Background: an optimization exercise with open tools, aiming at small area, a short achievable clock period and few clock cycles. Do not read the settings as production practice. In this exercise RTL edits were held to simulation tests only and were not proved equivalent to the original. No activity file was given, so power comes from the tool's default toggle rates.

== JK ==
==> flow/design.v <==
module DMA_AHB_Master #(
    parameter ADDR_WIDTH = 32,
    parameter DATA_WIDTH = 32,
    parameter BASE_ADDR  = 32'h0000_0000
)(
    input wire HCLK,
    input wire HRESETn,
    input wire [ADDR_WIDTH-1:0] HADDR,
    input wire [1:0] HTRANS,
    input wire HWRITE,
    input wire [DATA_WIDTH-1:0] HWDATA,
    output reg [DATA_WIDTH-1:0] HRDATA,
    output reg [ADDR_WIDTH-1:0] master_HADDR,
    output reg [2:0] master_HBURST,
    output reg master_HMASTLOCK,
    output reg [3:0] master_HPROT,
    output reg [2:0] master_HSIZE,
    output reg [1:0] master_HTRANS,
    output reg [DATA_WIDTH-1:0] master_HWDATA,
    output reg master_HWRITE,
    input wire [DATA_WIDTH-1:0] master_HRDATA,
    input wire master_HREADY,
    input wire master_HRESP
);
    reg [31:2] src_q;
    reg [31:2] dst_q;
    reg [31:0] size_q;
    reg        busy;
    reg        done;
    reg        w_src, w_dst, w_size;
    reg        wr_q;       
    reg        first_q;    
    reg        wr_o;       
    reg        busy_o;     
    reg [31:2] addr_q;
    reg [31:2] alt_q;
    reg [28:0] left_q;     
    reg [31:0] data_q;     
    wire hit     = ~|HADDR[31:5] & ~|HADDR[1:0];
    wire a_start = hit & (HADDR[4:2] == 3'd0);
    wire a_src   = hit & (HADDR[4:2] == 3'd1);
    wire a_dst   = hit & (HADDR[4:2] == 3'd2);
    wire a_size  = hit & (HADDR[4:2] == 3'd3);
    wire a_done  = hit & (HADDR[4:2] == 3'd4);
    wire wacc    = HTRANS[1] & HWRITE;
    wire [31:2] src_d  = w_src  ? data_q[31:2] : src_q;
    wire [31:2] dst_d  = w_dst  ? data_q[31:2] : dst_q;
    wire [31:0] size_d = w_size ? data_q : size_q;
    wire st    = wacc & a_start & HWDATA[0];
    wire frac  = |size_q[1:0];
    wire last  = (left_q == 29'd0) | ((left_q == 29'd1) & ~frac);
    wire fin   = busy & wr_q & master_HREADY & last;
    wire busy_d = st | (busy & ~fin);
    reg [31:0] rd_word;
    always @(*) begin
        case (HADDR[4:2])
            3'd0:    rd_word = {31'd0, busy_d};
            3'd1:    rd_word = {src_d, 2'b00};
            3'd2:    rd_word = {dst_d, 2'b00};
            3'd3:    rd_word = size_d;
            3'd4:    rd_word = {31'd0, done};
            default: rd_word = 32'd0;
        endcase
    end
    always @(posedge HCLK or negedge HRESETn) begin
        if (!HRESETn) begin
            w_src  <= 1'b1;
            w_dst  <= 1'b1;
            w_size <= 1'b1;
            busy   <= 1'b0;
            busy_o <= 1'b0;
            done   <= 1'b0;
        end else begin
            w_src  <= wacc & a_src;
            w_dst  <= wacc & a_dst;
            w_size <= wacc & a_size;
            busy   <= busy_d;
            busy_o <= st | (busy_o & ~fin);
            done   <= (done & ~st) | fin;
        end
    end
    always @(posedge HCLK or negedge HRESETn) begin
        if (!HRESETn) begin
            data_q <= 32'd0;
        end else begin
            if (~busy) data_q <= HWDATA;
            else if (~wr_q) data_q <= master_HRDATA;
        end
    end
    always @(posedge HCLK) begin
        if (~busy) begin
            wr_q    <= 1'b0;
            wr_o    <= 1'b0;
            first_q <= 1'b1;
            addr_q  <= src_d;
            alt_q   <= dst_d;
            left_q  <= size_d[30:2];
        end else if (master_HREADY) begin
            wr_q    <= ~wr_q;
            wr_o    <= ~wr_o;
            first_q <= 1'b0;
            addr_q  <= alt_q + {29'd0, ~first_q};
            alt_q   <= addr_q;
            if (wr_q) left_q <= left_q - 29'd1;
        end
        src_q  <= src_d;
        dst_q  <= dst_d;
        size_q <= size_d;
        HRDATA <= hit ? rd_word : 32'd0;
    end
    always @(*) begin
        master_HADDR     = {addr_q, 2'b00};
        master_HBURST    = 3'b000;
        master_HMASTLOCK = 1'b0;
        master_HPROT     = 4'b0000;
        master_HSIZE     = 3'b010;
        master_HTRANS    = {busy_o, 1'b0};
        master_HWDATA    = data_q;
        master_HWRITE    = wr_o;
    end
endmodule
Settings: LEC_CHECK=0, CAP_MARGIN=20, CORE_MARGIN=2, CORE_UTILIZATION=55, CTS_BUF_LIST=sky130_fd_sc_hd__clkbuf_16, CTS_CLUSTER_DIAMETER=100, CTS_CLUSTER_SIZE=25, PLACE_DENSITY=0.6, SETUP_SLACK_MARGIN=3.6, SLEW_MARGIN=20; clock period 6.0 ns.
standard.sh (not shown) runs the stock make flow with config.mk's settings and CLKGATE_MAP_FILE= SYNTH_SCRIPT=/design/flow/synth_recipe.tcl, a recipe that flattens the netlist after the stock synthesis.
==> flow/flow/run.sh <==
#!/bin/bash
# Standard ORFS layout, with plain buffers on the ports instead of the
# delay cells buffer_ports picks by default. Synthesis is the standard one.
set -euo pipefail
bash standard.sh synth > synth.log 2>&1
export BUFFER_PORTS_ARGS="-buffer_cell sky130_fd_sc_hd__buf_1"
bash standard.sh > layout.log 2>&1
Testbench counts of JK, summed over its fixed seeds: cycles 9,069.
Inputs modified between JK and MS:
--- a/flow/config.mk
+++ b/flow/config.mk
@@ -12,5 +12,5 @@
 export CTS_CLUSTER_DIAMETER = 100
 export CTS_CLUSTER_SIZE = 25
-export PLACE_DENSITY = 0.6
-export SETUP_SLACK_MARGIN = 3.6
+export PLACE_DENSITY = 0.7
+export SETUP_SLACK_MARGIN = 3.7
 export SLEW_MARGIN = 20
==> summary.txt <==
[diff] hold slack, MS relative to JK: regression
Worst slew margin relative to its limit delta (MS − JK): favourable
NOTE total power density per cell area JK->MS decreased by a few percent
Going from JK to MS, the sum of internal, switching and leakage power was found to have gone up by 15 uW.
Relative to MS, the following input files were edited for AL:
--- a/flow/config.mk
+++ b/flow/config.mk
@@ -12,5 +12,5 @@
 export CTS_CLUSTER_DIAMETER = 100
 export CTS_CLUSTER_SIZE = 25
-export PLACE_DENSITY = 0.7
-export SETUP_SLACK_MARGIN = 3.7
+export PLACE_DENSITY = 0.8
+export SETUP_SLACK_MARGIN = 3.6
 export SLEW_MARGIN = 20
Notes after the runs:
AL did not stop at any stage, and its layout met the timing, design-rule and antenna checks. Measured against each other, MS and AL differ in fmax, the higher figure coming from MS. From MS to AL the numbers moved as follows: worst setup slack decreased by 0.052 ns relative to the old numbers; routing usage on met1 decreased by 2.5 points relative to the old numbers; share of final layout cell area taken by clock buffers and inverters closely matched the old numbers. The wire length of the first global-routing pass was comparable across MS and AL. Any difference in total of fill cells in the finished design between AL and MS is small enough to ignore. Startpoint of the most critical setup path: data_q[6]$_DFFE_PN0P_ -> AL, addr_q[14]$_DFFE_PP_ -> MS. Comparing MS and AL, the lower clock-buffer cell count is on AL.

-- afterwards: timing with drivers on the ports --
The flow's constraints put no driver on any port. The routed layouts listed below were extracted and timed again, unchanged, in two steps.
Step 1 sets driving cells, clkbuf_16 on the clock port and buf_2 on the other inputs (assumed; they add their load-dependent delay and slew).
Step 2 also shifts input and output timing later by t, the mid clock arrival at the registers, as if the neighbouring blocks saw the same clock.
a / b / c = no drivers / after step 1 / after step 2; a / b = the first two.
run | t, ns | setup slack, ns | clock arrival spread, ns
JK | 0.522 | 3.662 / 3.627 / 3.164 | 0.026 / 0.026
MS | 0.524 | 3.687 / 3.641 / 3.322 | 0.028 / 0.028
AL | 0.542 | 3.635 / 3.587 / 3.267 | 0.027 / 0.027
After both steps every run listed still meets setup and hold. For JK, which loses most, drivers alone change the setup slack by -0.035 ns; drivers and shift together by -0.498 ns.
